Context: an optimization exercise on an open-source flow, tuned for small area, a short achievable clock period and few clock cycles per item. The choices shown serve that exercise and are no tape-out recipe. At most, simulation tests tie the RTL to the original design; equivalence was not proved. Only the layout flow was run in run 9; the RTL was not checked for function there.

**design.v**
```verilog
module integer_sqrt #(parameter K = 1, parameter S = 1) (clk, start, odd, frac, root, done);
    input clk;
    input start;
    input odd;
    input [51:0] frac;
    output [27:0] root;
    output done;
    localparam C  = (28 - S) / K;    
    localparam CW = (C < 16) ? 4 : 5;
    reg [28:0] q;                    
    reg rdy;                         
    reg [29:0] rem;                  
    reg [CW-1:0] cnt;                
    reg [2*K-1:0] p;                 
    assign root = q[27:0];
    assign done = rdy;
    function [2*K-1:0] fetch;
        input [CW-1:0] c;
        input e0;
        reg [K-1:0] ev;              
        reg [K:0]   od;              
        integer n, k, i;
        begin
            ev = 0;
            od = 0;
            for (n = 0; n < C; n = n + 1)
                if (c == n)
                    for (k = 0; k <= K; k = k + 1) begin
                        i = 25 - S - K*n - k;
                        if (k < K && i >= 0) ev[K-1-k] = frac[2*i];
                        if (i >= 0) od[K-k] = frac[2*i+1];
                    end
            for (k = 0; k < K; k = k + 1)
                fetch[2*K-1-2*k -: 2] = e0 ? {od[K-k], ev[K-1-k]} : {ev[K-1-k], od[K-1-k]};
        end
    endfunction
    localparam TW = 2*S + 2;
    function [2*S+2:0] topsqrt;      
        input [TW-1:0] mt;
        reg [S:0] r;
        reg [S+1:0] m;
        reg [S+3:0] t;
        integer u;
        begin
            r = 1;
            m = mt[TW-1:TW-2] - 1'b1;
            for (u = 0; u < S; u = u + 1) begin
                t = {m, mt[2*S-1-2*u -: 2]} - {r, 2'b01};
                if (!t[S+3]) begin
                    m = t;
                    r = {r, 1'b1};
                end else begin
                    m = {m, mt[2*S-1-2*u -: 2]};
                    r = {r, 1'b0};
                end
            end
            topsqrt = {r, m};
        end
    endfunction
    wire [2*S+2:0] tab_odd  [0:(1 << 2*S) - 1];
    wire [2*S+2:0] tab_even [0:(1 << 2*S+1) - 1];
    genvar v;
    generate
        for (v = 0; v < (1 << 2*S); v = v + 1) begin : todd
            assign tab_odd[v] = topsqrt({2'b01, v[2*S-1:0]});
        end
        for (v = 0; v < (1 << 2*S+1); v = v + 1) begin : teven
            assign tab_even[v] = topsqrt({1'b1, v[2*S:0]});
        end
    endgenerate
    wire [2*S+2:0] top_odd  = tab_odd[frac[51 -: 2*S]];
    wire [2*S+2:0] top_even = tab_even[frac[51 -: 2*S+1]];
    wire [S:0] r0 = odd ? top_odd[2*S+2 -: S+1] : top_even[2*S+2 -: S+1];
    wire [S+1:0] m0 = odd ? top_odd[S+1:0] : top_even[S+1:0];
    wire [29:0] rs [0:K/2];
    wire [28:0] qs [0:K/2];
    assign rs[0] = rem;
    assign qs[0] = q;
    genvar g;
    generate
        for (g = 0; g < K/2; g = g + 1) begin : stage
            wire [1:0] p1 = p[2*K-1-4*g -: 2];
            wire [1:0] p2 = p[2*K-3-4*g -: 2];
            wire sg = rs[g][29];
            wire [28:0] qn = qs[g] ^ {29{~sg}};
            wire [30:0] t1 = {rs[g][28:0], p1} + {qn, 2'b11};
            wire [30:0] x = {rs[g][26:0], p1, p2};
            wire [30:0] t2s = x + {qn, 3'b111};
            wire [30:0] t2b = x + {qn, 4'b1111} + {qn, 3'b000};
            wire s1 = t1[30];
            wire [30:0] t2 = (s1 == sg) ? t2b : t2s;
            assign rs[g+1] = {t2[30], t2[28:0]};
            assign qs[g+1] = {qs[g][26:0], ~s1, ~t2[30]};
        end
    endgenerate
    always @(posedge clk) begin
        if (start) begin
            q   <= r0;
            rdy <= 1'b0;
            rem <= m0;
            cnt <= 1;
            p   <= fetch(0, odd);
        end else begin
            if (!q[28]) q <= qs[K/2];
            rdy <= rdy | q[28-K];
            rem <= rs[K/2];
            cnt <= cnt + 1'b1;
            p   <= fetch(cnt, odd);
        end
    end
endmodule
module fp_sqrt(reset, clk, i_sign, i_exp, i_frac, ready, o_sign, o_exp, o_frac);
    input reset;
    input clk;
    input i_sign;
    input wire [10:0] i_exp;
    input wire [51:0] i_frac;
    output wire ready;
    output reg o_sign;
    output reg [10:0] o_exp;
    output wire [51:0] o_frac;
    wire [27:0] root;
    always @(posedge clk) begin
        if (reset) begin
            o_sign <= i_sign;
            o_exp  <= (i_exp >> 1) + 11'd511 + i_exp[0];
        end
    end
    integer_sqrt #(.K(2), .S(2)) rooter(.clk(clk), .start(reset), .odd(i_exp[0]),
                        .frac(i_frac), .root(root), .done(ready));
    assign o_frac = {root, 24'd0};
endmodule
```
**flow/run.sh**
```bash
#!/bin/bash
# The standard layout (the standard.sh, standard synthesis unchanged) with
# two changes to how the layout is made: the port buffers use the smallest
# buffer cell, and timing repair aims for 8 ns of setup slack.
set -o pipefail
bash standard.sh "BUFFER_PORTS_ARGS=-buffer_cell sky130_fd_sc_hd__buf_1" SETUP_SLACK_MARGIN=8  finish > flow_make.log 2>&1
```
**standard.sh**
```bash
#!/bin/bash
# synth_recipe.tcl (not shown) runs the flow's synth.tcl, then flattens the netlist and writes it again
# the make line also repeats each setting of config.mk as NAME=value (left out here)
make -C /OpenROAD-flow-scripts/flow DESIGN_CONFIG=/design/flow/config.mk WORK_HOME=/design/flow/orfs CLKGATE_MAP_FILE= SYNTH_SCRIPT=/design/flow/synth_recipe.tcl "${@:-finish}"
```
**config.mk**
```make
export PLATFORM = sky130hd
export DESIGN_NAME = fp_sqrt
export DESIGN_NICKNAME = fp_sqrt
export VERILOG_FILES = /design/flow/design.v
export SDC_FILE = /design/flow/constraint.sdc
export NUM_CORES = 4
export LEC_CHECK = 0
export ABC_AREA = 1
export ABC_CLOCK_PERIOD_IN_PS = 2500
export CAP_MARGIN = 20
export CORE_MARGIN = 2
export CORE_UTILIZATION = 40
export SETUP_SLACK_MARGIN = 5
export SLEW_MARGIN = 20
```
**constraint.sdc**
```tcl
create_clock -name core_clock -period 11.0 [get_ports {clk}]
set_input_delay 2.2000 -clock core_clock [delete_from_list [all_inputs] [get_ports {clk}]]
set_output_delay 2.2000 -clock core_clock [all_outputs]
set_load 0.01 [all_outputs]
```
==> results of run 1 <==
[final timing paths]
path	from	slack, ns	endpoint
max	rooter.q[1]$_DFFE_PP_	7.78	o_frac[25]
min	rooter.cnt[0]$_SDFF_PP1_	0.45	rooter.cnt[0]$_SDFF_PP1_
max reg2reg	rooter.q[2]$_SDFFCE_PP1P_	7.85	rooter.q[0]$_DFFE_PP_
min reg2reg	rooter.cnt[0]$_SDFF_PP1_	0.45	rooter.cnt[0]$_SDFF_PP1_
[per-layer routing]
| metal | vias up | routed length [microns] | global-route usage [%] |
|---|---|---|---|
| li1 | 4647 | - | - |
| met1 | 4321 | 12510 | 30.41 |
| met2 | 309 | 13920 | 40.75 |
| met3 | 53 | 1580 | 3.167 |
| met4 | 0 | 1077 | 11.27 |
| met5 | - | 0 | 0 |
[sequential cells by signal, summed over array words and instances (netlist names)]
register,cells
o_exp,11
o_sign,1
rooter.cnt,4
rooter.p,4
rooter.q,29
rooter.rdy,1
rooter.rem,30
[cells in the mapped netlist, types with 4 or more instances]
library cell	count	area share (%)
a21oi_2	11	1.0
ha_1	120	16
nor3_1	11	0.60
or2_0	6	0.41
inv_1	124	5.0
a211oi_1	5	0.41
nand3_2	4	0.43
xor2_1	61	5.8
o211ai_1	4	0.33
o21ai_1	9	0.49
dfxtp_1	65	14
edfxtp_1	15	4.9
nand2_2	6	0.41
o21a_1	5	0.41
clkbuf_1	8	0.33
buf_2	7	0.38
nand2_1	253	10
nor2_2	4	0.27
o21bai_1	5	0.41
o21ai_0	65	3.5
or2_2	4	0.27
buf_4	53	4.3
o22ai_1	24	1.6
nor2_1	135	5.5
xnor2_1	51	4.8
nand4_1	13	0.88
a21o_1	36	2.9
nand3_1	84	4.6
a21oi_1	84	4.6
[logic make-up after synthesis]
family / Yosys count / synth area share, %
simple gates: 534 / 25.16
xor+xnor: 114 / 10.99
other cells: 1 / 0.04068
compound gates: 262 / 17.11
buf+inv: 202 / 10.97
fa+ha+maj: 122 / 16.72
flops: 80 / 19.00
[layout make-up]
class	instances	area (sq um)	share of cell area, %
timing repair buffer	189	1455	12.26
sequential	80	1851	15.59
inverter	129	531.8	4.479
clock inverter	7	106.4	0.8958
clock buffer	9	225.2	1.897
multi-input combinational	1058	7340	61.82
timing repair inverter	1	7.507	0.06323
tap	285	356.6	3.003
[per-stage QoR]
stage               hold slack (ns)
detailed placement           0.4425
global route                 0.5015
finish                       0.4522
global placement             0.4377
CTS                          0.4547
floorplan                    0.4118
[timing repair]
action	CTS	global route
buffers inserted	68	14
pin swaps	56	44
gates resized for setup	225	97
setup endpoints to repair	120	81
gates cloned	2	1
==> flow_summary.yaml, run 1 <==
setup_path:
  cp_num_buf_inv: 2
  cp.depth: 2
  critPathKind: "flop to output pin"
  critPathArrivalTime_ns: 1.02
  reg2regPathDepth: 19
  startpoint_type: "flop"
  required_ns: 8.80
  slowest_stage: "edfxtp_1"
  critical_path.max_fanout: 2
  cpLargestDelayFamily: "flip-flops"
  crit_path_end_kind: "output pin"
  path_cells: "buf_4, buf_6"
  cp_slowest_stage_delay_ns: 0.40
floorplanning:
  fp-row-count: 55
  die_width_microns: 155.8
  core_area_sq_um: 22640
  die_y_microns: 155.8
  start_util_pct: 40.72
  ios: 131
  dieArea_sq_um: 24280
run:
  drv_cap: 0
final_layout:
  final_nets: 1656
  fill_cells: 2241
  final_common_cell: "nand2_1"
  syn_to_final_growth_pct: 28.79
  post-route-util_pct: 52.44
  layout.cells.non_filler: 1758
  design_area_sq_um: 11870
  drive_above_1_share_pct: 23.76
  final_cell_mix: "nand2_1, nor2_1, inv_1"
  n_antenna_cell: 0
clocking:
  clk_latency_ns: 0.36
  cts_max_path_buffers: 2
  clock-sinks: 80
  clkTransAtPathRegs_ns: 0.07
  numCtsBuffers: 9
  cts_tree: "yes"
  cts_max_level: 3
  holdBufCountCts: 0
  root_buffer: "clkbuf_16"
detailed_routing:
  via_per_inst: 5.307
  num_vias: 9330
  drtAntennaViolNets: 0
  wl_per_cell_microns: 16.54
  route.detailed.drc: 0
  initialDrtViolationCount: 527
  drt-total-wl_microns: 29090
  first_pass_iters: 5
sta:
  grt_setup_unrepaired: "true"
  skew_ns: 0.01156
  layout_min_cycle_time_ns: 3.224
  hold_viol_final: 0
  fmax_mhz: 310.2
  slew_violations: 0
  maxSlewHeadroom_pct: 58.50
  tightest_slew_ns: 0.6219
  setup_viol_count_final: 0
  fin_setup_tns_ns: 0
  fin_crit_sh_pct: 29.31
  setup_ws_ns: 7.776
status:
  outcome: "finished clean"
hold_path:
  min_delay_path_depth: 1
  hold_path_class: "flop to flop"
placed_design:
  place.gp.congestion: 0.9278
  port_buffers: 106
  dp.cells: 1657
  dp_worst_setup_slack_ns: 6.845
  hpwl_microns: 21320
  place_area_sq_um: 9633
synth:
  synth_flop_cell: "dfxtp_1"
  yosysUniqueCellTypes: 55
  yosys_warnings: 72
  syn_area_sq_um: 9219
  synth_seq_cells: 80
  ys_seq_area_share_pct: 19.00
  synth-edff-count: 15
  async_flop_share_pct: 0
  avgSynthCellArea_sq_um: 7.011
  syn_inst: 1315
global_route:
  grt_pass1_vias: 9242
  antenna_found_initial: 0
  grt_pass1_wl_microns: 46520
  grt_usage_pct: 24.08
  gr-total-overflow: 0
  grt_start_max_net_pins: 37
Testbench counts, summed over its fixed seeds: cycles 26,880, items 1,920.
==> run 2: changes to the inputs <==
--- a/config.mk
+++ b/config.mk
@@ -12,3 +12,4 @@
 export CORE_UTILIZATION = 40
 export SETUP_SLACK_MARGIN = 5
 export SLEW_MARGIN = 20
+export TNS_END_PERCENT = 10
==> run 2 against run 1 <==
Compared with the run above: still clean; critical path depth grew 8; clock skew grew 0.00064 ns; maximum frequency shrank 1.2%; worst hold slack gained 0.0049 ns; clock-buffer cell count is the same; non-clock buffer count shrank 51; area after synthesis is the same; first-iteration DRC count grew 5.9%; worst setup slack lost 0.041 ns; highest routed layer unchanged.
==> flow_summary.yaml, run 2 <==
status:
  outcome: "finished clean"
setup_path:
  critPathArrivalTime_ns: 3.38
  path_cells: "buf_8, inv_12, ha_4, ha_4, nand2_2, or3_4, nor2_4, inv_2, o21ai_1, nand2_1"
  critPathKind: "input port to flop"
  reg2reg_slack_ns: 7.97
  required_ns: 11.12
  reg2regPathDepth: 15
  slowest_stage: "or3_4"
  timing.rr.end: "rooter.q[0]$_DFFE_PP_"
  critPathMostFrequentCell: "ha_4"
  crit_path_end_kind: "flop"
  rr_startpoint: "rooter.q[2]$_SDFFCE_PP1P_"
  cpLargestDelayFamily: "simple AND/OR/NAND/NOR gates"
  startpoint_type: "input port"
  cp_num_buf_inv: 3
  critical_path.max_fanout: 14
  cp_slowest_stage_delay_ns: 0.35
synth:
  synth-edff-count: 15
  synth_commonest_cells: "nand2_1, nor2_1, inv_1"
  synth.area.top_cells: "ha_1, dfxtp_1, nand2_1, xor2_1, nor2_1"
  synth_seq_cells: 80
  syn_inst: 1315
  yosys_warnings: 72
  yosysTopAreaCellShare_pct: 16.29
  async_flop_share_pct: 0
  ys_seq_area_share_pct: 19.00
  synth_most_common_cell: "nand2_1"
  syn_area_sq_um: 9219
  yosysTopAreaCell: "ha_1"
  yosysUniqueCellTypes: 55
  synth_flop_cell: "dfxtp_1"
  avgSynthCellArea_sq_um: 7.011
sta:
  fin_setup_tns_ns: 0
  layout_min_cycle_time_ns: 3.264
  fmax_mhz: 306.4
  whs_ns: 0.4570
  hold_viol_final: 0
  grt_setup_unrepaired: "true"
  fin_crit_sh_pct: 29.67
  slew_violations: 0
  skew_ns: 0.01220
  setup_viol_count_final: 0
global_route:
  antenna_found_initial: 0
  grt_pass1_vias: 8419
  grt_pass1_wl_microns: 42120
  gr-total-overflow: 0
  grt_start_max_net_pins: 37
  grt_usage_pct: 21.71
floorplanning:
  core_area_sq_um: 22640
  die_y_microns: 155.8
  ios: 131
  start_util_pct: 40.72
  die_width_microns: 155.8
  dieArea_sq_um: 24280
  fp-row-count: 55
clocking:
  clkTransAtPathRegs_ns: 0.07
  root_buffer: "clkbuf_16"
  clk_latency_ns: 0.36
  clock-sinks: 80
  cts_tree: "yes"
  cts_max_path_buffers: 2
  cts_max_level: 3
  numCtsBuffers: 9
final_layout:
  final_common_cell: "nand2_1"
  design_area_sq_um: 10890
  largest_register_ffs: 30
  final_nets: 1605
  top_register: "rooter.rem"
  fill_cells: 2365
  regArea_sq_um: 1765
  multi_input_area_sq_um: 7127
  biggestRegsByFlops: "rooter.rem (30), rooter.q (29), o_exp (11)"
  drive_above_1_share_pct: 13.01
  syn_to_final_growth_pct: 18.08
  final_cell_mix: "nand2_1, nor2_1, inv_1"
  n_antenna_cell: 0
  layout.cells.non_filler: 1707
hold_path:
  min_delay_path_depth: 1
  hold_path_class: "flop to flop"
  holdPathEnd: "rooter.cnt[0]$_SDFF_PP1_"
  min_from: "rooter.cnt[0]$_SDFF_PP1_"
detailed_routing:
  first_pass_iters: 5
  drtAntennaViolNets: 0
  initialDrtViolationCount: 558
  wl_per_cell_microns: 15.99
  drt-total-wl_microns: 27300
  route.detailed.drc: 0
  via_per_inst: 5.239
  num_vias: 8943
run:
  drv_cap: 0
placed_design:
  dp.cells: 1658
  port_buffers: 106
  hpwl_microns: 21110
  place_area_sq_um: 9620
  place.gp.congestion: 0.8866
==> run 2: final cells by class <==
type                    instances  area share, %
clock buffers                   9          2.069
clock inverters                 7          1.000
inverters                     129          4.908
multi-input cells            1058          65.47
flip-flops and latches         80          16.22
well taps                     285          3.276
repair buffers                138          6.989
repair inverters                1        0.06897
==> run 2: worst max path at each step <==
stage,start,endpoint,slack [ns],cells after the start
CTS,rooter.q[2]$_SDFFCE_PP1P_,o_frac[26],7.73,1
global placement,reset,rooter.q[2]$_SDFFCE_PP1P_,5.68,4
global route,i_exp[0],o_exp[8]$_DFFE_PP_,7.68,10
floorplan,i_exp[0],o_exp[8]$_DFFE_PP_,7.35,10
detailed placement,reset,rooter.q[2]$_SDFFCE_PP1P_,5.61,4
finish,i_exp[0],o_exp[8]$_DFFE_PP_,7.74,10
==> run 2: metal layers <==
metal	global-route usage, %	part of all wire (%)	up-vias	wire length (microns)
met1	28.22	45	4092	12200
met4	3.844	1.8	0	504
li1	-	-	4551	-
met5	0	0	-	0
met2	38.47	48	267	13160
met3	3.278	5.3	33	1436
==> run 2: kinds of logic (layout without fill, tap and decap cells) <==
group / after synthesis / in the layout / synth area share (%)
adders and majority gates: 122 / 122 / 16.72
buffers and inverters: 202 / 284 / 10.97
xor gates and xnor gates: 114 / 114 / 10.99
AOI/OAI and AO/OA: 262 / 262 / 17.11
other: 1 / 24 / 0.04068
DFF: 80 / 80 / 19.00
and+or+nand+nor: 534 / 536 / 25.16
==> run 2: metrics by stage <==
step / setup slack, ns / util (%)
after global routing: 7.678 / 48.08
after floorplan: 7.355 / -
after CTS: 7.730 / 44.90
final: 7.736 / 48.08
after global placement: 5.675 / 42.49
after detailed placement: 5.609 / 42.49
==> run 2: repair_timing <==
| action | in CTS | in global routing |
|---|---|---|
| hold buffers | 0 | 0 |
| gates resized for setup | 28 | 94 |
| buffers inserted | 10 | 20 |
| endpoints found under the setup margin | 120 | 92 |
| pin swaps | 3 | 16 |
| gates cloned | 1 | 2 |
| hold endpoints to repair | 0 | 0 |
==> run 3: changes to the inputs <==
==> flow/run.sh (replaced) <==
#!/bin/bash
# The standard layout (the standard.sh, standard synthesis unchanged) with
# two changes to how the layout is made: the port buffers use the smallest
# buffer cell, and timing repair aims for 7.75 ns of setup slack.
set -o pipefail
bash standard.sh "BUFFER_PORTS_ARGS=-buffer_cell sky130_fd_sc_hd__buf_1" SETUP_SLACK_MARGIN=7.75  finish > flow_make.log 2>&1
==> run 3 against run 2 <==
Compared with the run above: highest routed layer unchanged; cell count down 1.2%; non-clock buffer count is 19 lower; die area did not move; first-iteration DRC count up 7.5%; maximum frequency about the same; routed wire length down 3.2%.
==> flow_summary.yaml, run 3 <==
detailed_routing:
  route.detailed.drc: 0
  wl_per_cell_microns: 15.66
  initialDrtViolationCount: 600
  drtAntennaViolNets: 0
  drt-total-wl_microns: 26420
  wl_met2_microns: 12520
  via_per_inst: 5.190
  first_pass_iters: 5
  wl_met1_microns: 12140
  num_vias: 8756
  dr_wl_met3_microns: 1302
  top_layer: "met4"
synth:
  syn_inst: 1315
  avgSynthCellArea_sq_um: 7.011
  syn_area_sq_um: 9219
  yosysTopAreaCellShare_pct: 16.29
  synth_xor_area_share_pct: 10.99
  yosys_warnings: 72
  synth-simple-area-share_pct: 25.16
  muxShareOfSynthArea_pct: 0
  ys_seq_area_share_pct: 19.00
  synth_commonest_cells: "nand2_1, nor2_1, inv_1"
  synth_most_common_cell: "nand2_1"
  synth.area.top_cells: "ha_1, dfxtp_1, nand2_1, xor2_1, nor2_1"
  synth_flop_cell: "dfxtp_1"
  synth_top_family_by_area: "simple AND/OR/NAND/NOR gates"
  synth_compound_area_share_pct: 17.11
  yosysUniqueCellTypes: 55
  synth-edff-count: 15
  async_flop_share_pct: 0
  yosysTopAreaCell: "ha_1"
  synth_adder_area_share_pct: 16.72
  synth_seq_cells: 80
sta:
  setup_viol_count_final: 0
  hold_viol_final: 0
  fmax_mhz: 306.3
  fin_crit_sh_pct: 29.68
  skew_ns: 0.01261
  maxSlewHeadroom_pct: 65.83
  fin_setup_tns_ns: 0
  slew_violations: 0
  layout_min_cycle_time_ns: 3.265
  setup_ws_ns: 7.735
  grt_setup_unrepaired: "true"
  tightest_slew_ns: 0.5089
  whs_ns: 0.4591
placed_design:
  place.gp.congestion: 0.9219
  hpwl_microns: 20870
  port_buffers: 106
  dp_worst_setup_slack_ns: 5.643
  dp.cells: 1658
setup_path:
  timing.rr.end: "rooter.rem[16]$_SDFF_PP0_"
  reg2reg_slack_ns: 7.82
  required_ns: 8.80
  critical_path.max_fanout: 5
  crit_path_end_kind: "output pin"
  cpLargestDelayFamily: "flip-flops"
  cp_slowest_stage_delay_ns: 0.52
  startpoint_type: "flop"
  path_cells: "buf_1"
  critPathArrivalTime_ns: 1.06
  critPathKind: "flop to output pin"
  reg2regPathDepth: 15
  rr_startpoint: "rooter.rem[29]$_SDFF_PP0_"
  cp_num_buf_inv: 1
  slowest_stage: "edfxtp_1"
final_layout:
  layout.cells.non_filler: 1687
  top_register: "rooter.rem"
  n_antenna_cell: 0
  final_nets: 1585
  largest_register_ffs: 30
  final_common_cell: "nand2_1"
  final_cell_mix: "nand2_1, nor2_1, inv_1"
  biggestRegsByFlops: "rooter.rem (30), rooter.q (29), o_exp (11)"
  syn_to_final_growth_pct: 11.66
  drive_above_1_share_pct: 8.203
  post-route-util_pct: 45.47
global_route:
  gr-total-overflow: 0
  grt_pass1_vias: 8347
  antenna_found_initial: 0
  grt_start_max_net_pins: 37
  grt_usage_pct: 21.63
  grt_pass1_wl_microns: 42020
hold_path:
  min_from: "rooter.cnt[0]$_SDFF_PP1_"
  min_delay_path_depth: 1
  holdPathEnd: "rooter.cnt[0]$_SDFF_PP1_"
  hold_path_class: "flop to flop"
status:
  outcome: "finished clean"
floorplanning:
  core_area_sq_um: 22640
  die_y_microns: 155.8
  start_util_pct: 40.72
  dieArea_sq_um: 24280
  ios: 131
  die_width_microns: 155.8
  fp-row-count: 55
clocking:
  holdBufCountCts: 0
  clk_latency_ns: 0.36
  clock-sinks: 80
  cts_max_path_buffers: 2
  clkTransAtPathRegs_ns: 0.07
  numCtsBuffers: 9
  root_buffer: "clkbuf_16"
  cts_max_level: 3
  cts_tree: "yes"
run:
  drv_cap: 0
## run 3: cell counts after synthesis
Identical to the previous run, type by type.
## run 3: cells by family after synthesis
family | count (synthesis)
and+or+nand+nor | 534
other | 1
xor gates and xnor gates | 114
buffers and inverters | 202
adders and majority gates | 122
AOI/OAI and AO/OA | 262
DFF | 80
## run 3: routing by layer
metal | up-vias | track usage (%)
met2 | 229 | 37.36
li1 | 4487 | -
met4 | 0 | 5.155
met1 | 4010 | 28.56
met3 | 30 | 2.944
met5 | - | 0
## run 3: what timing repair did
action,in CTS,in global routing
pin swaps,1,9
gates cloned,1,1
setup buffers,2,9
setup endpoints to repair,78,41
gates resized for setup,19,38
## run 3: cell type report
cell class	instances	area, sq um
inverters	129	520.5
repair buffers	119	550.5
multi-input cells	1057	6769
fillers	2404	12350
well taps	285	356.6
flip-flops and latches	80	1755
clock inverters	7	108.9
clock buffers	9	225.2
repair inverters	1	7.507
## run 3: per-stage QoR
stage / area (sq um)
after floorplan: 9368
after detailed placement: 9610
after global placement: 9610
after CTS: 10040
final: 10290
after global routing: 10290
## run 3: worst max path at each step
stage | to | slack, ns | cells past startpoint | from
2_1_floorplan | o_exp[8]$_DFFE_PP_ | 7.35 | 10 | i_exp[0]
3_3_place_gp | rooter.q[2]$_SDFFCE_PP1P_ | 5.69 | 4 | reset
3_5_place_dp | rooter.q[2]$_SDFFCE_PP1P_ | 5.64 | 4 | reset
4_1_cts | rooter.q[0]$_DFFE_PP_ | 7.68 | 14 | rooter.rem[29]$_SDFF_PP0_
5_1_grt | rooter.q[0]$_DFFE_PP_ | 7.66 | 17 | rooter.rem[29]$_SDFF_PP0_
6_report | o_frac[26] | 7.74 | 1 | rooter.q[2]$_SDFFCE_PP1P_
==> run 4: changes to the inputs <==
--- a/config.mk
+++ b/config.mk
@@ -10,6 +10,7 @@
 export CAP_MARGIN = 20
 export CORE_MARGIN = 2
 export CORE_UTILIZATION = 40
+export CTS_BUF_LIST = sky130_fd_sc_hd__clkbuf_4 sky130_fd_sc_hd__clkbuf_8
 export SETUP_SLACK_MARGIN = 5
 export SLEW_MARGIN = 20
-export TNS_END_PERCENT = 10
+export TNS_END_PERCENT = 30
==> run 4 against run 3 <==
Compared with the run above: design area down 0.46%; sequential share of layout area up 0.055 points.
==> flow_summary.yaml, run 4 <==
sta:
  layout_min_cycle_time_ns: 3.274
  fmax_mhz: 305.4
  hold_viol_final: 0
  fin_crit_sh_pct: 29.76
  fin_setup_tns_ns: 0
  slew_violations: 0
  grt_setup_unrepaired: "true"
  skew_ns: 0.02369
  setup_viol_count_final: 0
detailed_routing:
  top_layer: "met4"
  wl_met2_microns: 12450
  wl_met1_microns: 12080
  drt-total-wl_microns: 26560
  dr_wl_met3_microns: 1550
  route.detailed.drc: 0
  via_per_inst: 5.228
  num_vias: 8825
  first_pass_iters: 6
  wl_per_cell_microns: 15.73
  drtAntennaViolNets: 0
  initialDrtViolationCount: 635
global_route:
  antenna_found_initial: 0
  grt_pass1_vias: 8317
  grt_usage_pct: 21.79
  gr-total-overflow: 0
  grt_start_max_net_pins: 37
  grt_pass1_wl_microns: 42170
hold_path:
  holdPathEnd: "rooter.cnt[0]$_SDFF_PP1_"
  min_from: "rooter.cnt[0]$_SDFF_PP1_"
  min_delay_path_depth: 1
  hold_path_class: "flop to flop"
floorplanning:
  ios: 131
  dieArea_sq_um: 24280
  start_util_pct: 40.72
  core_area_sq_um: 22640
  die_width_microns: 155.8
  fp-row-count: 55
  die_y_microns: 155.8
clocking:
  cts_max_level: 3
  clock-sinks: 80
  cts_max_path_buffers: 2
  root_buffer: "clkbuf_8"
  clk_latency_ns: 0.39
  cts_tree: "yes"
  numCtsBuffers: 9
  clkTransAtPathRegs_ns: 0.11
setup_path:
  crit_path_end_kind: "output pin"
  rr_startpoint: "rooter.q[0]$_DFFE_PP_"
  critPathArrivalTime_ns: 1.07
  reg2regPathDepth: 14
  cp_slowest_stage_delay_ns: 0.50
  startpoint_type: "flop"
  critPathKind: "flop to output pin"
  critical_path.max_fanout: 5
  timing.rr.end: "rooter.q[0]$_DFFE_PP_"
  reg2reg_slack_ns: 7.79
  path_cells: "buf_1"
  cpLargestDelayFamily: "flip-flops"
  cp_num_buf_inv: 1
  cp.depth: 1
  slowest_stage: "dfxtp_1"
  required_ns: 8.80
synth:
  avgSynthCellArea_sq_um: 7.011
  syn_area_sq_um: 9219
  ys_seq_area_share_pct: 19.00
  synth_seq_cells: 80
  synth-edff-count: 15
  syn_inst: 1315
  synth.area.top_cells: "ha_1, dfxtp_1, nand2_1, xor2_1, nor2_1"
  synth_most_common_cell: "nand2_1"
  yosysTopAreaCell: "ha_1"
  synth_commonest_cells: "nand2_1, nor2_1, inv_1"
  yosys_warnings: 72
  yosysUniqueCellTypes: 55
  synth_flop_cell: "dfxtp_1"
  async_flop_share_pct: 0
  yosysTopAreaCellShare_pct: 16.29
final_layout:
  final_cell_mix: "nand2_1, nor2_1, inv_1"
  drive_above_1_share_pct: 8.981
  design_area_sq_um: 10250
  biggestRegsByFlops: "rooter.rem (30), rooter.q (29), o_exp (11)"
  top_register: "rooter.rem"
  syn_to_final_growth_pct: 11.14
  largest_register_ffs: 30
  n_antenna_cell: 0
  final_nets: 1586
  final_common_cell: "nand2_1"
  fill_cells: 2369
placed_design:
  place_area_sq_um: 9615
  hpwl_microns: 20860
  port_buffers: 106
  place.gp.congestion: 0.9029
status:
  outcome: "finished clean"
run:
  drv_cap: 0
run 4: layout make-up:
cell class | count | area, sq um | area share [%]
Inverter | 129 | 515.5 | 5.031
Timing Repair Buffer | 121 | 568.0 | 5.544
Multi-Input combinational cell | 1056 | 6814 | 66.50
Clock inverter | 7 | 107.6 | 1.050
Clock buffer | 9 | 123.9 | 1.209
Tap cell | 285 | 356.6 | 3.480
Timing Repair inverter | 1 | 7.507 | 0.07327
Sequential cell | 80 | 1753 | 17.11
run 4: per-stage QoR:
stage          hold slack, ns  setup WS [ns]  cells  utilization (%)
6_report               0.4650          7.726   1688            45.26
4_1_cts                0.4633          7.614   1676            43.84
5_1_grt                0.4859          7.663   1688            45.26
3_3_place_gp           0.4334          5.792   1657            42.47
3_5_place_dp           0.4438          5.751   1657            42.47
2_1_floorplan          0.4119          7.355   1338                -
run 4: timing repair:
action | in CTS | in global routing
endpoints found under the hold margin | 0 | 0
resized for setup | 18 | 44
gates cloned | 1 | 1
pin swaps | 0 | 9
endpoints found under the setup margin | 89 | 75
setup buffers | 2 | 11
hold buffers | 0 | 0
run 4: logic make-up (layout without fill, tap and decap cells):
group / count (synthesis) / after routing / synth area share (%)
other: 1 / 24 / 0.04068
and+or+nand+nor: 534 / 534 / 25.16
buffers and inverters: 202 / 267 / 10.97
DFF: 80 / 80 / 19.00
xor gates and xnor gates: 114 / 114 / 10.99
adders and majority gates: 122 / 122 / 16.72
AOI/OAI and AO/OA: 262 / 262 / 17.11
run 4: routing by layer:
| metal | vias up | global-route usage, % |
|---|---|---|
| li1 | 4511 | - |
| met1 | 4047 | 28.58 |
| met2 | 238 | 37.15 |
| met3 | 29 | 3.639 |
| met4 | 0 | 5.723 |
| met5 | - | 0 |
run 4: how the worst max path moves through the flow:
stage,start,end,slack [ns]
detailed placement,reset,rooter.q[2]$_SDFFCE_PP1P_,5.75
finish,rooter.q[16]$_SDFFE_PP0N_,o_frac[40],7.73
floorplan,i_exp[0],o_exp[8]$_DFFE_PP_,7.35
CTS,i_exp[0],o_exp[8]$_DFFE_PP_,7.61
global placement,reset,rooter.q[2]$_SDFFCE_PP1P_,5.79
global route,rooter.q[16]$_SDFFE_PP0N_,o_frac[40],7.66
==> run 5: changes to the inputs <==
--- a/config.mk
+++ b/config.mk
@@ -10,7 +10,7 @@
 export CAP_MARGIN = 20
 export CORE_MARGIN = 2
 export CORE_UTILIZATION = 40
-export CTS_BUF_LIST = sky130_fd_sc_hd__clkbuf_4 sky130_fd_sc_hd__clkbuf_8
+export PLACE_DENSITY = 0.75
 export SETUP_SLACK_MARGIN = 5
 export SLEW_MARGIN = 20
 export TNS_END_PERCENT = 30
==> run 5 against run 4 <==
Compared with the run above: global-route usage down 0.31 points; clock skew down 0.012 ns; area after synthesis unchanged; die area unchanged; worst setup slack worse by 0.018 ns; still clean; first-iteration DRC count down 0.47%; routed wire length up 2.2%; design area up 2.4%.
==> flow_summary.yaml, run 5 <==
status:
  outcome: "finished clean"
final_layout:
  n_antenna_cell: 0
  design_area_sq_um: 10500
  final_common_cell: "nand2_1"
  biggestRegsByFlops: "rooter.rem (30), rooter.q (29), o_exp (11)"
  syn_to_final_growth_pct: 13.86
  layout.cells.non_filler: 1692
  largest_register_ffs: 30
  top_register: "rooter.rem"
  fill_cells: 2265
  drive_above_1_share_pct: 10.09
  final_cell_mix: "nand2_1, nor2_1, inv_1"
  final_nets: 1590
  multi_input_area_sq_um: 6898
  regArea_sq_um: 1760
sta:
  grt_setup_unrepaired: "true"
  fmax_mhz: 303.8
  tightest_slew_ns: 0.4960
  fin_setup_tns_ns: 0
  layout_min_cycle_time_ns: 3.292
  fin_crit_sh_pct: 29.93
  setup_viol_count_final: 0
  hold_viol_final: 0
  skew_ns: 0.01202
  maxSlewHeadroom_pct: 66.68
  setup_ws_ns: 7.708
  slew_violations: 0
synth:
  synth.area.top_cells: "ha_1, dfxtp_1, nand2_1, xor2_1, nor2_1"
  yosysUniqueCellTypes: 55
  synth_flop_cell: "dfxtp_1"
  avgSynthCellArea_sq_um: 7.011
  synth-edff-count: 15
  async_flop_share_pct: 0
  syn_inst: 1315
  synth_commonest_cells: "nand2_1, nor2_1, inv_1"
  yosysTopAreaCell: "ha_1"
  synth_seq_cells: 80
  yosys_warnings: 72
  ys_seq_area_share_pct: 19.00
  synth_most_common_cell: "nand2_1"
  yosysTopAreaCellShare_pct: 16.29
  syn_area_sq_um: 9219
detailed_routing:
  wl_per_cell_microns: 16.04
  drtAntennaViolNets: 0
  num_vias: 9058
  via_per_inst: 5.353
  first_pass_iters: 5
  initialDrtViolationCount: 632
  drt-total-wl_microns: 27140
  route.detailed.drc: 0
floorplanning:
  start_util_pct: 40.72
  dieArea_sq_um: 24280
  ios: 131
  core_area_sq_um: 22640
  die_y_microns: 155.8
  die_width_microns: 155.8
  fp-row-count: 55
setup_path:
  crit_path_end_kind: "output pin"
  critPathArrivalTime_ns: 1.09
  reg2reg_slack_ns: 7.86
  critPathKind: "flop to output pin"
  rr_startpoint: "rooter.rem[29]$_SDFF_PP0_"
  critical_path.max_fanout: 4
  startpoint_type: "flop"
  reg2regPathDepth: 14
  timing.rr.end: "rooter.q[0]$_DFFE_PP_"
  required_ns: 8.80
clocking:
  clk_latency_ns: 0.36
  clock-sinks: 80
  numCtsBuffers: 9
  holdBufCountCts: 0
  root_buffer: "clkbuf_16"
  cts_max_path_buffers: 2
  cts_max_level: 3
  clkTransAtPathRegs_ns: 0.07
  cts_tree: "yes"
placed_design:
  port_buffers: 106
  dp.cells: 1657
  place.gp.congestion: 0.9462
  dp_worst_setup_slack_ns: 5.824
  place_area_sq_um: 9615
  hpwl_microns: 20580
global_route:
  gr-total-overflow: 0
  busiest_layer: "met2"
  grt_pass1_vias: 8439
  use_met2_pct: 36.26
  antenna_found_initial: 0
  grt_usage_pct: 21.48
  gr-usage-met1_pct: 27.90
  grt_start_max_net_pins: 37
  gr-usage-met3_pct: 3.583
  grt_pass1_wl_microns: 41490
hold_path:
  min_from: "rooter.cnt[0]$_SDFF_PP1_"
  min_delay_path_depth: 1
  holdPathEnd: "rooter.cnt[0]$_SDFF_PP1_"
  hold_path_class: "flop to flop"
run:
  drv_cap: 0
## run 5: layout make-up
cell class | instances | share of cell area, %
clock buffer | 9 | 2.146
timing repair buffer | 124 | 5.901
tap | 285 | 3.397
clock inverter | 7 | 1.037
multi-input combinational | 1057 | 65.72
timing repair inverter | 1 | 0.07152
inverter | 129 | 4.959
sequential | 80 | 16.77
## run 5: through the flow
step                      hold WS, ns  util [%]
after floorplan                0.4119         -
after global placement         0.4280     42.47
after detailed placement       0.4492     42.47
after CTS                      0.4635     44.61
after global routing           0.4907     46.36
final                          0.4652     46.36
## run 5: timing repair
action                     in CTS  in global routing
setup endpoints to repair      77                 35
resized for setup              25                 58
pin swaps                       2                 14
setup buffers                   7                  8
cloned                          1                  3
## run 5: critical path: stages, from the launching register on
cell	delay [ns]
edfxtp_1	0.46
buf_6	0.16
buf_6	0.11
## run 5: metal layers
layer	share of wire [%]	routed length (microns)
met5	0	0
met2	46	12610
met3	7.1	1922
met4	2.5	691
met1	44	11910
## run 5: how the worst max path moves through the flow
stage	depth (start not counted)	endpoint	slack [ns]	from
finish	2	o_frac[25]	7.71	rooter.q[1]$_DFFE_PP_
global route	2	o_frac[25]	7.67	rooter.q[1]$_DFFE_PP_
CTS	1	o_frac[26]	7.72	rooter.q[2]$_SDFFCE_PP1P_
detailed placement	3	rooter.q[2]$_SDFFCE_PP1P_	5.82	reset
global placement	3	rooter.q[2]$_SDFFCE_PP1P_	5.83	reset
floorplan	10	o_exp[8]$_DFFE_PP_	7.35	i_exp[0]
## run 5: cell families (layout without fill, tap and decap cells)
kind of cell | after synthesis | after routing | synth area share (%)
flops | 80 | 80 | 19.00
fa+ha+maj | 122 | 122 | 16.72
other cells | 1 | 24 | 0.04068
compound gates | 262 | 262 | 17.11
buf+inv | 202 | 270 | 10.97
simple gates | 534 | 535 | 25.16
xor+xnor | 114 | 114 | 10.99
==> run 6: changes to the inputs <==
--- a/config.mk
+++ b/config.mk
@@ -10,7 +10,6 @@
 export CAP_MARGIN = 20
 export CORE_MARGIN = 2
 export CORE_UTILIZATION = 40
-export PLACE_DENSITY = 0.75
 export SETUP_SLACK_MARGIN = 5
 export SLEW_MARGIN = 20
 export TNS_END_PERCENT = 30
==> run 6 against run 5 <==
Compared with the run above: global-route usage is 0.42 points higher; flip-flop and latch count stayed put; critical path type unchanged; clock-buffer cell count is the same; cell count is 0.41% lower.
==> flow_summary.yaml, run 6 <==
status:
  outcome: "finished clean"
sta:
  setup_viol_count_final: 0
  skew_ns: 0.01464
  fmax_mhz: 305.7
  setup_ws_ns: 7.729
  fin_crit_sh_pct: 29.73
  fin_setup_tns_ns: 0
  layout_min_cycle_time_ns: 3.271
  grt_setup_unrepaired: "true"
  tightest_slew_ns: 0.5157
  maxSlewHeadroom_pct: 65.37
  hold_viol_final: 0
  slew_violations: 0
global_route:
  grt_pass1_wl_microns: 42410
  grt_usage_pct: 21.90
  grt_start_max_net_pins: 37
  antenna_found_initial: 0
  grt_pass1_vias: 8345
  gr-total-overflow: 0
synth:
  syn_area_sq_um: 9219
  synth_commonest_cells: "nand2_1, nor2_1, inv_1"
  yosys_warnings: 72
  async_flop_share_pct: 0
  synth_seq_cells: 80
  yosysUniqueCellTypes: 55
  synth_most_common_cell: "nand2_1"
  synth.area.top_cells: "ha_1, dfxtp_1, nand2_1, xor2_1, nor2_1"
  ys_seq_area_share_pct: 19.00
  yosysTopAreaCellShare_pct: 16.29
  synth-edff-count: 15
  yosysTopAreaCell: "ha_1"
  syn_inst: 1315
  synth_flop_cell: "dfxtp_1"
  avgSynthCellArea_sq_um: 7.011
clocking:
  cts_max_level: 3
  cts_max_path_buffers: 2
  clk_latency_ns: 0.36
  numCtsBuffers: 9
  clkTransAtPathRegs_ns: 0.08
  cts_tree: "yes"
  clock-sinks: 80
  root_buffer: "clkbuf_16"
  holdBufCountCts: 0
floorplanning:
  fp-row-count: 55
  ios: 131
  core_area_sq_um: 22640
  dieArea_sq_um: 24280
  start_util_pct: 40.72
  die_width_microns: 155.8
  die_y_microns: 155.8
final_layout:
  biggestRegsByFlops: "rooter.rem (30), rooter.q (29), o_exp (11)"
  n_antenna_cell: 0
  final_common_cell: "nand2_1"
  largest_register_ffs: 30
  final_nets: 1583
  final_cell_mix: "nand2_1, nor2_1, inv_1"
  top_register: "rooter.rem"
  syn_to_final_growth_pct: 11.33
  drive_above_1_share_pct: 8.143
  layout.cells.non_filler: 1685
setup_path:
  reg2regPathDepth: 14
  slowest_stage: "edfxtp_1"
  path_cells: "buf_6"
  crit_path_end_kind: "output pin"
  cp_num_buf_inv: 1
  cpLargestDelayFamily: "flip-flops"
  reg2reg_slack_ns: 7.79
  critical_path.max_fanout: 4
  startpoint_type: "flop"
  critPathArrivalTime_ns: 1.07
  critPathKind: "flop to output pin"
  required_ns: 8.80
  cp.depth: 1
  cp_slowest_stage_delay_ns: 0.52
run:
  drv_cap: 0
placed_design:
  place.gp.congestion: 0.9029
  dp_worst_setup_slack_ns: 5.751
  hpwl_microns: 20860
  port_buffers: 106
  dp.cells: 1657
detailed_routing:
  drtAntennaViolNets: 0
  num_vias: 8865
  via_per_inst: 5.261
  drt-total-wl_microns: 26440
  wl_per_cell_microns: 15.69
  initialDrtViolationCount: 720
  route.detailed.drc: 0
  first_pass_iters: 5
hold_path:
  min_delay_path_depth: 1
  hold_path_class: "flop to flop"
==> run 6: cell counts after synthesis <==
Identical to the previous run, type by type.
==> run 6: metal layers <==
layer / vias up / share of wire [%] / GRT usage, %
li1: 4507 / - / -
met1: 4083 / 46 / 28.52
met2: 244 / 47 / 37.82
met3: 31 / 5.3 / 3.583
met4: 0 / 1.8 / 5.374
met5: - / 0 / 0
==> run 6: kinds of logic after synthesis <==
| group | share of synthesized area, % |
|---|---|
| simple gates | 25.16 |
| buf+inv | 10.97 |
| fa+ha+maj | 16.72 |
| flops | 19.00 |
| other cells | 0.04068 |
| compound gates | 17.11 |
| xor+xnor | 10.99 |
==> run 6: repair_timing <==
item | CTS | global route
setup buffers | 3 | 7
pin swaps | 1 | 9
gates cloned | 1 | 1
resized for setup | 20 | 33
endpoints found under the setup margin | 77 | 61
==> run 6: final cells by class <==
class	instances	area, sq um
Clock buffer	9	225.2
Tap cell	285	356.6
Multi-Input combinational cell	1056	6749
Fill cell	2369	12380
Timing Repair inverter	1	7.507
Timing Repair Buffer	118	549.3
Inverter	129	515.5
Sequential cell	80	1753
Clock inverter	7	107.6
==> run 6: metrics by stage <==
step	area, sq um	hold WS [ns]	utilization, %
finish	10260	0.4588	45.33
global route	10260	0.4786	45.33
CTS	10040	0.4568	44.37
detailed placement	9615	0.4438	42.47
global placement	9615	0.4334	42.47
floorplan	9382	0.4119	-
==> run 6: worst paths after layout <==
check	start	to
worst max register to register	rooter.rem[29]$_SDFF_PP0_	rooter.q[0]$_DFFE_PP_
worst max-delay path	rooter.q[0]$_DFFE_PP_	o_frac[24]
worst min-delay path	rooter.cnt[0]$_SDFF_PP1_	rooter.cnt[0]$_SDFF_PP1_
worst min register to register	rooter.cnt[0]$_SDFF_PP1_	rooter.cnt[0]$_SDFF_PP1_
==> run 7: changes to the inputs <==
--- a/config.mk
+++ b/config.mk
@@ -10,6 +10,7 @@
 export CAP_MARGIN = 20
 export CORE_MARGIN = 2
 export CORE_UTILIZATION = 40
+export GPL_ROUTABILITY_DRIVEN = 0
 export SETUP_SLACK_MARGIN = 5
 export SLEW_MARGIN = 20
 export TNS_END_PERCENT = 30
==> run 7 against run 6 <==
Compared with the run above: sequential share of layout area is 0.17 points higher; flip-flop and latch count unchanged; first-iteration DRC count decreased by 31%; critical path type unchanged.
==> flow_summary.yaml, run 7 <==
clocking:
  clkTransAtPathRegs_ns: 0.07
  cts_max_path_buffers: 2
  cts_max_level: 3
  clock-sinks: 80
  numCtsBuffers: 9
  clk_latency_ns: 0.35
  root_buffer: "clkbuf_16"
  cts_tree: "yes"
floorplanning:
  start_util_pct: 40.72
  core_area_sq_um: 22640
  die_y_microns: 155.8
  die_width_microns: 155.8
  fp-row-count: 55
  dieArea_sq_um: 24280
  ios: 131
setup_path:
  crit_path_end_kind: "output pin"
  startpoint_type: "flop"
  cp_num_buf_inv: 1
  path_cells: "buf_2"
  cpLargestDelayFamily: "flip-flops"
  slowest_stage: "edfxtp_1"
  required_ns: 8.80
  cp_slowest_stage_delay_ns: 0.57
  critPathArrivalTime_ns: 1.15
  critical_path.max_fanout: 4
  critPathKind: "flop to output pin"
sta:
  setup_viol_count_final: 0
  skew_ns: 0.01172
  maxSlewHeadroom_pct: 65.88
  fin_setup_tns_ns: 0
  fmax_mhz: 298.5
  layout_min_cycle_time_ns: 3.350
  grt_setup_unrepaired: "true"
  hold_viol_final: 0
  setup_ws_ns: 7.650
  slew_violations: 0
  whs_ns: 0.4551
  tightest_slew_ns: 0.5081
  fin_crit_sh_pct: 30.45
final_layout:
  largest_register_ffs: 30
  syn_to_final_growth_pct: 10.23
  final_common_cell: "nand2_1"
  multi_input_area_sq_um: 6734
  top_register: "rooter.rem"
  regArea_sq_um: 1753
  drive_above_1_share_pct: 7.230
  final_cell_mix: "nand2_1, nor2_1, inv_1"
  fill_cells: 2390
  final_nets: 1580
  biggestRegsByFlops: "rooter.rem (30), rooter.q (29), o_exp (11)"
  design_area_sq_um: 10160
  n_antenna_cell: 0
placed_design:
  port_buffers: 106
  hpwl_microns: 20660
  place_area_sq_um: 9615
  dp_worst_setup_slack_ns: 5.718
synth:
  syn_inst: 1315
  yosysTopAreaCellShare_pct: 16.29
  ys_seq_area_share_pct: 19.00
  synth-edff-count: 15
  yosysUniqueCellTypes: 55
  yosys_warnings: 72
  syn_area_sq_um: 9219
  synth_seq_cells: 80
  synth_commonest_cells: "nand2_1, nor2_1, inv_1"
  avgSynthCellArea_sq_um: 7.011
  synth_flop_cell: "dfxtp_1"
  synth_most_common_cell: "nand2_1"
  synth.area.top_cells: "ha_1, dfxtp_1, nand2_1, xor2_1, nor2_1"
  yosysTopAreaCell: "ha_1"
  async_flop_share_pct: 0
run:
  drv_cap: 0
detailed_routing:
  num_vias: 8776
  via_per_inst: 5.218
  drtAntennaViolNets: 0
  wl_per_cell_microns: 15.64
  route.detailed.drc: 0
  first_pass_iters: 5
  drt-total-wl_microns: 26310
  initialDrtViolationCount: 499
global_route:
  grt_start_max_net_pins: 37
  grt_usage_pct: 21.40
  grt_pass1_wl_microns: 41670
  grt_pass1_vias: 8294
  gr-total-overflow: 0
  antenna_found_initial: 0
status:
  outcome: "finished clean"
hold_path:
  hold_path_class: "flop to flop"
[run 7: changes by cell type in the layout (fill, tap and decap cells not counted), moves of 2 or more]
cell       delta
a21oi_1       +3
a21oi_2       -4
buf_4         -2
buf_6         -2
bufinv_16     -2
nor2_1        +2
nor2_2        -4
nor2_4        +2
[run 7: cells by family (layout without fill, tap and decap cells)]
group	count (synthesis)	in the layout	share of synthesized area (%)
adder cells (fa/ha/maj)	122	122	16.72
XOR/XNOR	114	114	10.99
buffers and inverters	202	261	10.97
flip-flops	80	80	19.00
AND/OR/NAND/NOR	534	534	25.16
other	1	24	0.04068
AO/OA/AOI/OAI	262	262	17.11
[run 7: per-layer routing]
layer | wire length [microns] | global-route usage (%) | vias up
met1 | 12120 | 28.09 | 4064
li1 | - | - | 4486
met5 | 0 | 0 | -
met3 | 1243 | 3.278 | 19
met4 | 340 | 4.980 | 0
met2 | 12600 | 36.96 | 207
[run 7: per-stage QoR]
| step | std cells | util [%] |
|---|---|---|
| finish | 1682 | 44.89 |
| global route | 1682 | 44.89 |
| CTS | 1676 | 44.00 |
| detailed placement | 1657 | 42.47 |
| global placement | 1657 | 42.47 |
| floorplan | 1338 | - |
[run 7: worst paths after layout]
kind	from	end	slack [ns]	depth (start not counted)
setup / recovery	rooter.q[0]$_DFFE_PP_	o_frac[24]	7.65	1
hold / removal	rooter.cnt[0]$_SDFF_PP1_	rooter.cnt[0]$_SDFF_PP1_	0.46	1
setup reg to reg	rooter.rem[29]$_SDFF_PP0_	rooter.q[0]$_DFFE_PP_	7.83	14
hold reg to reg	rooter.cnt[0]$_SDFF_PP1_	rooter.cnt[0]$_SDFF_PP1_	0.46	1
[run 7: cell type report]
class | instances | share of cell area, %
inverters | 129 | 5.073
clock inverters | 7 | 0.5294
repair inverters | 1 | 0.07387
clock buffers | 9 | 2.216
flip-flops and latches | 80 | 17.25
repair buffers | 115 | 5.085
multi-input cells | 1056 | 66.26
well taps | 285 | 3.509
[run 7: repair_timing]
item                       in CTS  in global routing
buffers inserted                2                  5
cloned                          1                  1
setup endpoints to repair      77                 67
hold buffers                    0                  0
resized for setup              16                 29
pin swaps                       0                  6
==> run 8: changes to the inputs <==
--- a/config.mk
+++ b/config.mk
@@ -10,7 +10,8 @@
 export CAP_MARGIN = 20
 export CORE_MARGIN = 2
 export CORE_UTILIZATION = 40
-export GPL_ROUTABILITY_DRIVEN = 0
+export CTS_CLUSTER_DIAMETER = 100
+export CTS_CLUSTER_SIZE = 40
 export SETUP_SLACK_MARGIN = 5
 export SLEW_MARGIN = 20
 export TNS_END_PERCENT = 30
==> run 8 against run 7 <==
Compared with the run above: non-clock buffer count is 3 higher; register-to-register slack worse by 0.04 ns; largest cell class unchanged; routed wire length rose by 0.49%; first-iteration DRC count up 44%; synthesized cell count unchanged; clock skew grew 0.0029 ns; area after synthesis stayed put; cell count increased by 0.18%; sequential share of layout area down 0.17 points; clock-buffer cell count unchanged.
==> flow_summary.yaml, run 8 <==
synth:
  synth_top_family_by_area: "simple AND/OR/NAND/NOR gates"
  yosys_warnings: 72
  synth_flop_cell: "dfxtp_1"
  synth_most_common_cell: "nand2_1"
  synth-edff-count: 15
  avgSynthCellArea_sq_um: 7.011
  synth-simple-area-share_pct: 25.16
  muxShareOfSynthArea_pct: 0
  synth_xor_area_share_pct: 10.99
  ys_seq_area_share_pct: 19.00
  yosysUniqueCellTypes: 55
  yosysTopAreaCellShare_pct: 16.29
  syn_inst: 1315
  synth_commonest_cells: "nand2_1, nor2_1, inv_1"
  async_flop_share_pct: 0
  yosysTopAreaCell: "ha_1"
  synth_compound_area_share_pct: 17.11
  synth_adder_area_share_pct: 16.72
  synth_seq_cells: 80
  syn_area_sq_um: 9219
  synth.area.top_cells: "ha_1, dfxtp_1, nand2_1, xor2_1, nor2_1"
final_layout:
  top_register: "rooter.rem"
  biggestRegsByFlops: "rooter.rem (30), rooter.q (29), o_exp (11)"
  post-route-util_pct: 45.33
  n_antenna_cell: 0
  final_nets: 1583
  syn_to_final_growth_pct: 11.33
  fill_cells: 2369
  regArea_sq_um: 1753
  final_cell_mix: "nand2_1, nor2_1, inv_1"
  final_common_cell: "nand2_1"
  largest_register_ffs: 30
  drive_above_1_share_pct: 8.143
  multi_input_area_sq_um: 6749
clocking:
  clkTransAtPathRegs_ns: 0.08
  clk_latency_ns: 0.36
  cts_max_path_buffers: 2
  root_buffer: "clkbuf_16"
  cts_tree: "yes"
  clock-sinks: 80
  cts_max_level: 3
  numCtsBuffers: 9
  holdBufCountCts: 0
placed_design:
  place.gp.congestion: 0.9029
  hpwl_microns: 20860
  port_buffers: 106
detailed_routing:
  wl_per_cell_microns: 15.69
  drt-total-wl_microns: 26440
  via_per_inst: 5.261
  initialDrtViolationCount: 720
  first_pass_iters: 5
  route.detailed.drc: 0
  num_vias: 8865
  drtAntennaViolNets: 0
setup_path:
  cp_slowest_stage_delay_ns: 0.52
  cpLargestDelayFamily: "flip-flops"
  slowest_stage: "edfxtp_1"
  path_cells: "buf_6"
  critPathArrivalTime_ns: 1.07
  startpoint_type: "flop"
  critical_path.max_fanout: 4
  required_ns: 8.80
  crit_path_end_kind: "output pin"
  critPathKind: "flop to output pin"
  cp_num_buf_inv: 1
hold_path:
  hold_path_class: "flop to flop"
sta:
  grt_setup_unrepaired: "true"
  skew_ns: 0.01464
  fmax_mhz: 305.7
  slew_violations: 0
  fin_setup_tns_ns: 0
  maxSlewHeadroom_pct: 65.37
  fin_crit_sh_pct: 29.73
  tightest_slew_ns: 0.5157
  whs_ns: 0.4588
  layout_min_cycle_time_ns: 3.271
  setup_viol_count_final: 0
  hold_viol_final: 0
floorplanning:
  fp-row-count: 55
  die_y_microns: 155.8
  dieArea_sq_um: 24280
  start_util_pct: 40.72
  die_width_microns: 155.8
  core_area_sq_um: 22640
  ios: 131
global_route:
  antenna_found_initial: 0
  grt_start_max_net_pins: 37
  grt_pass1_wl_microns: 42410
  gr-total-overflow: 0
  grt_usage_pct: 21.90
  grt_pass1_vias: 8345
run:
  drv_cap: 0
status:
  outcome: "finished clean"
run 8: cell counts after synthesis:
Identical to the previous run, type by type.
run 8: final timing paths:
path                        startpoint                  endpoint  slack [ns]  cells past startpoint
max              rooter.q[0]$_DFFE_PP_                o_frac[24]        7.73                      1
min           rooter.cnt[0]$_SDFF_PP1_  rooter.cnt[0]$_SDFF_PP1_        0.46                      1
max reg2reg  rooter.rem[29]$_SDFF_PP0_     rooter.q[0]$_DFFE_PP_        7.79                     14
min reg2reg   rooter.cnt[0]$_SDFF_PP1_  rooter.cnt[0]$_SDFF_PP1_        0.46                      1
run 8: stage by stage:
step / instances / cell area, sq um / setup WS, ns
5_1_grt: 1685 / 10260 / 7.622
4_1_cts: 1677 / 10040 / 7.670
6_report: 1685 / 10260 / 7.729
3_5_place_dp: 1657 / 9615 / 5.751
2_1_floorplan: 1338 / 9382 / 7.355
3_3_place_gp: 1657 / 9615 / 5.792
run 8: kinds of logic (layout without fill, tap and decap cells):
family | count (synthesis) | in the layout
other | 1 | 24
AOI/OAI and AO/OA | 262 | 262
adders and majority gates | 122 | 122
and+or+nand+nor | 534 | 534
buffers and inverters | 202 | 264
xor gates and xnor gates | 114 | 114
DFF | 80 | 80
run 8: what timing repair did:
action	CTS	global route
gates cloned	1	1
gates resized for setup	20	33
setup buffers	3	7
pin swaps	1	9
setup endpoints to repair	77	61
run 8: routing by layer:
metal	global-route usage [%]	vias up	wire (microns)
met3	3.583	31	1405
met2	37.82	244	12410
li1	-	4507	-
met1	28.52	4083	12140
met4	5.374	0	478
met5	0	-	0
run 8: layout make-up:
class,instances,share of cell area [%]
clock inverters,7,1.048
flip-flops and latches,80,17.08
well taps,285,3.474
inverters,129,5.023
clock buffers,9,2.194
repair buffers,118,5.352
repair inverters,1,0.07314
multi-input cells,1056,65.76
==> run 9: changes to the inputs <==
--- a/design.v
+++ b/design.v
@@ -85,8 +85,14 @@
             wire [28:0] qn = qs[g] ^ {29{~sg}};
             wire [30:0] t1 = {rs[g][28:0], p1} + {qn, 2'b11};
             wire [30:0] x = {rs[g][26:0], p1, p2};
-            wire [30:0] t2s = x + {qn, 3'b111};
-            wire [30:0] t2b = x + {qn, 4'b1111} + {qn, 3'b000};
+            wire [30:0] a = {qn[27:0], 3'b111};
+            wire [30:0] b = {qn[26:0], 4'b1000};
+            wire [30:0] t2s = x + a;
+            wire [30:0] hp = x ^ a;
+            wire [30:0] hg = x & a;
+            wire [30:0] cs = hp ^ b;
+            wire [30:0] cc = hg | (hp & b);
+            wire [30:0] t2b = cs + {cc[29:0], 1'b0};
             wire s1 = t1[30];
             wire [30:0] t2 = (s1 == sg) ? t2b : t2s;
             assign rs[g+1] = {t2[30], t2[28:0]};
--- a/config.mk
+++ b/config.mk
@@ -10,8 +10,6 @@
 export CAP_MARGIN = 20
 export CORE_MARGIN = 2
 export CORE_UTILIZATION = 40
-export CTS_CLUSTER_DIAMETER = 100
-export CTS_CLUSTER_SIZE = 40
 export SETUP_SLACK_MARGIN = 5
 export SLEW_MARGIN = 20
 export TNS_END_PERCENT = 30
==> run 9 against run 8 <==
Compared with the run above: still clean; area after synthesis is 1.6% higher; routed wire length is 8.8% higher; via count is 3.3% higher; sequential share of layout area is 1.5 points lower; synthesized cell count is 6.0% higher; flip-flop and latch count stayed put; non-clock buffer count is 19 higher; global-route usage is 1.0 points higher; cell count is 7.5% higher; highest routed layer unchanged.
==> flow_summary.yaml, run 9 <==
status:
  outcome: "finished clean"
detailed_routing:
  via_per_inst: 5.055
  initialDrtViolationCount: 553
  route.detailed.drc: 0
  first_pass_iters: 5
  drtAntennaViolNets: 0
  drt-total-wl_microns: 28750
  wl_per_cell_microns: 15.88
  num_vias: 9154
sta:
  setup_viol_count_final: 0
  tightest_slew_ns: 0.7126
  fin_crit_sh_pct: 30.57
  layout_min_cycle_time_ns: 3.362
  hold_viol_final: 0
  fin_setup_tns_ns: 0
  grt_setup_unrepaired: "true"
  skew_ns: 0.01219
  fmax_mhz: 297.4
  slew_violations: 0
  setup_ws_ns: 7.638
  maxSlewHeadroom_pct: 52.50
final_layout:
  n_antenna_cell: 0
  final_common_cell: "nand2_1"
  final_cell_mix: "nand2_1, inv_1, nor2_1"
  drive_above_1_share_pct: 12.08
  design_area_sq_um: 11250
  largest_register_ffs: 30
  syn_to_final_growth_pct: 20.11
  biggestRegsByFlops: "rooter.rem (30), rooter.q (29), o_exp (11)"
  final_nets: 1681
  top_register: "rooter.rem"
setup_path:
  critPathKind: "flop to flop"
  crit_path_end_kind: "flop"
  reg2reg_slack_ns: 7.64
  timing.rr.end: "rooter.rem[28]$_SDFF_PP0_"
  slowest_stage: "fa_1"
  reg2regPathDepth: 14
  critPathArrivalTime_ns: 3.66
  path_cells: "clkbuf_16, xor2_4, fa_1, inv_1, ha_1, nand2_1, nand2_1, a21oi_1, o221ai_1, a21oi_1, nand2_1, xor2_2, nand2_1, a21oi_2"
  critical_path.max_fanout: 7
  rr_startpoint: "rooter.rem[29]$_SDFF_PP0_"
  startpoint_type: "flop"
  cp_slowest_stage_delay_ns: 0.54
  critPathMostFrequentCell: "nand2_1"
  required_ns: 11.30
clocking:
  clk_latency_ns: 0.36
  cts_tree: "yes"
  holdBufCountCts: 0
  clkTransAtPathRegs_ns: 0.07
  clock-sinks: 80
  numCtsBuffers: 9
  cts_max_path_buffers: 2
  cts_max_level: 3
  root_buffer: "clkbuf_16"
placed_design:
  port_buffers: 106
  place.gp.congestion: 1.011
  place_area_sq_um: 9838
  dp_worst_setup_slack_ns: 6.685
  hpwl_microns: 22560
floorplanning:
  die_y_microns: 157.0
  fp-row-count: 55
  dieArea_sq_um: 24650
  core_area_sq_um: 22780
  ios: 131
  die_width_microns: 157.0
  start_util_pct: 41.10
global_route:
  grt_usage_pct: 22.93
  antenna_found_initial: 0
  grt_start_max_net_pins: 34
  gr-total-overflow: 0
  grt_pass1_vias: 8870
  grt_pass1_wl_microns: 44490
synth:
  yosysUniqueCellTypes: 54
  synth_seq_cells: 80
  avgSynthCellArea_sq_um: 6.716
  synth_most_common_cell: "nand2_1"
  synth_flop_cell: "dfxtp_1"
  synth-edff-count: 15
  yosysTopAreaCellShare_pct: 13.90
  syn_area_sq_um: 9363
  syn_inst: 1394
  yosysTopAreaCell: "dfxtp_1"
  ys_seq_area_share_pct: 18.71
  synth.area.top_cells: "dfxtp_1, ha_1, nand2_1, inv_1, fa_1"
  async_flop_share_pct: 0
  synth_commonest_cells: "nand2_1, inv_1, nor2_1"
  yosys_warnings: 72
hold_path:
  min_delay_path_depth: 1
  hold_path_class: "flop to flop"
  holdPathEnd: "rooter.cnt[0]$_SDFF_PP1_"
  min_from: "rooter.cnt[0]$_SDFF_PP1_"
run:
  drv_cap: 0
## run 9: logic make-up (layout without fill, tap and decap cells)
group,Yosys count,after routing,share of synthesized area [%]
AND/OR/NAND/NOR,528,529,23.55
buffers and inverters,325,405,15.30
XOR/XNOR,84,84,8.018
other,1,24,0.04005
adder cells (fa/ha/maj),122,122,18.47
AO/OA/AOI/OAI,254,254,15.92
flip-flops,80,80,18.71
## run 9: repair_timing
| action | 4_1_cts | 5_1_grt |
|---|---|---|
| setup buffers | 9 | 16 |
| pin swaps | 3 | 17 |
| endpoints found under the setup margin | 70 | 48 |
| cloned | 1 | 3 |
| gates resized for setup | 50 | 107 |
## run 9: layout make-up
type | count | area (sq um)
clock inverter | 7 | 72.57
inverter | 251 | 965.9
timing repair buffer | 137 | 737.0
sequential | 80 | 1755
clock buffer | 9 | 225.2
tap | 313 | 391.6
timing repair inverter | 1 | 7.507
fill | 2325 | 11530
multi-input combinational | 1013 | 7091
## run 9: metal layers
layer | routed length, microns | track usage (%) | up-vias
li1 | - | - | 4615
met1 | 12950 | 30.60 | 4192
met2 | 13200 | 37.55 | 295
met3 | 1676 | 3.194 | 52
met4 | 923 | 8.781 | 0
met5 | 0 | 0 | -
## run 9: critical path, delay by kind of cell (launching register included)
kind	cells	cell delay, ns
AND/OR/NAND/NOR	4	0.43
adder cells (fa/ha/maj)	2	0.90
XOR/XNOR	2	0.32
buffers and inverters	2	0.28
flip-flops	1	0.48
AO/OA/AOI/OAI	4	0.88
## run 9: how the worst max path moves through the flow
| stage | end | startpoint | depth (start not counted) | slack (ns) |
|---|---|---|---|---|
| 4_1_cts | rooter.rem[25]$_SDFF_PP0_ | rooter.rem[29]$_SDFF_PP0_ | 18 | 7.62 |
| 5_1_grt | rooter.q[0]$_DFFE_PP_ | rooter.rem[29]$_SDFF_PP0_ | 15 | 7.55 |
| 3_3_place_gp | rooter.q[0]$_DFFE_PP_ | rooter.rem[29]$_SDFF_PP0_ | 16 | 6.79 |
| 2_1_floorplan | o_exp[9]$_DFFE_PP_ | i_exp[0] | 8 | 7.64 |
| 3_5_place_dp | rooter.q[0]$_DFFE_PP_ | rooter.rem[29]$_SDFF_PP0_ | 16 | 6.68 |
| 6_report | rooter.rem[28]$_SDFF_PP0_ | rooter.rem[29]$_SDFF_PP0_ | 14 | 7.64 |
## run 9: stage by stage
stage	cells	hold WS (ns)	util, %
floorplan	1417	0.4125	-
global placement	1766	0.4313	43.19
detailed placement	1766	0.4448	43.19
CTS	1792	0.4556	46.11
global route	1811	0.4742	49.37
finish	1811	0.4582	49.37

-- port drivers added, routing unchanged --
The flow's constraints put no driver on any port. The routed layouts listed below were extracted and timed again, unchanged, in two steps. Step 1 sets driving cells, clkbuf_16 on the clock port and buf_2 on the other inputs (assumed; they add their load-dependent delay and slew). Step 2, shift: input delay + t, output delay - t, t = (earliest + latest rising clock arrival at the registers) / 2. This alone moves slack from input paths to output paths. Three values: no drivers, after step 1, after step 2; two values: the first two.
run	t (ns)	setup slack, ns	worst setup path at the end	clock arrival spread, ns
run 1	0.398	7.776 / 7.730 / 7.381	input to register	0.011 / 0.011
run 2	0.396	7.736 / 7.715 / 7.342	input to register	0.012 / 0.013
run 3	0.403	7.735 / 7.684 / 7.360	input to register	0.012 / 0.012
run 4	0.419	7.726 / 7.684 / 7.339	input to register	0.024 / 0.024
run 5	0.404	7.708 / 7.660 / 7.339	input to register	0.012 / 0.012
run 6	0.404	7.729 / 7.680 / 7.355	input to register	0.015 / 0.015
run 7	0.394	7.650 / 7.604 / 7.375	input to register	0.012 / 0.012
run 8	0.404	7.729 / 7.680 / 7.355	input to register	0.015 / 0.015
run 9	0.406	7.638 / 7.611 / 7.254	input to register	0.012 / 0.012
After both steps setup and hold are still met in every run listed. The setup slack of run 1, which loses most, moves by -0.046 ns with the drivers and by -0.395 ns with both steps.
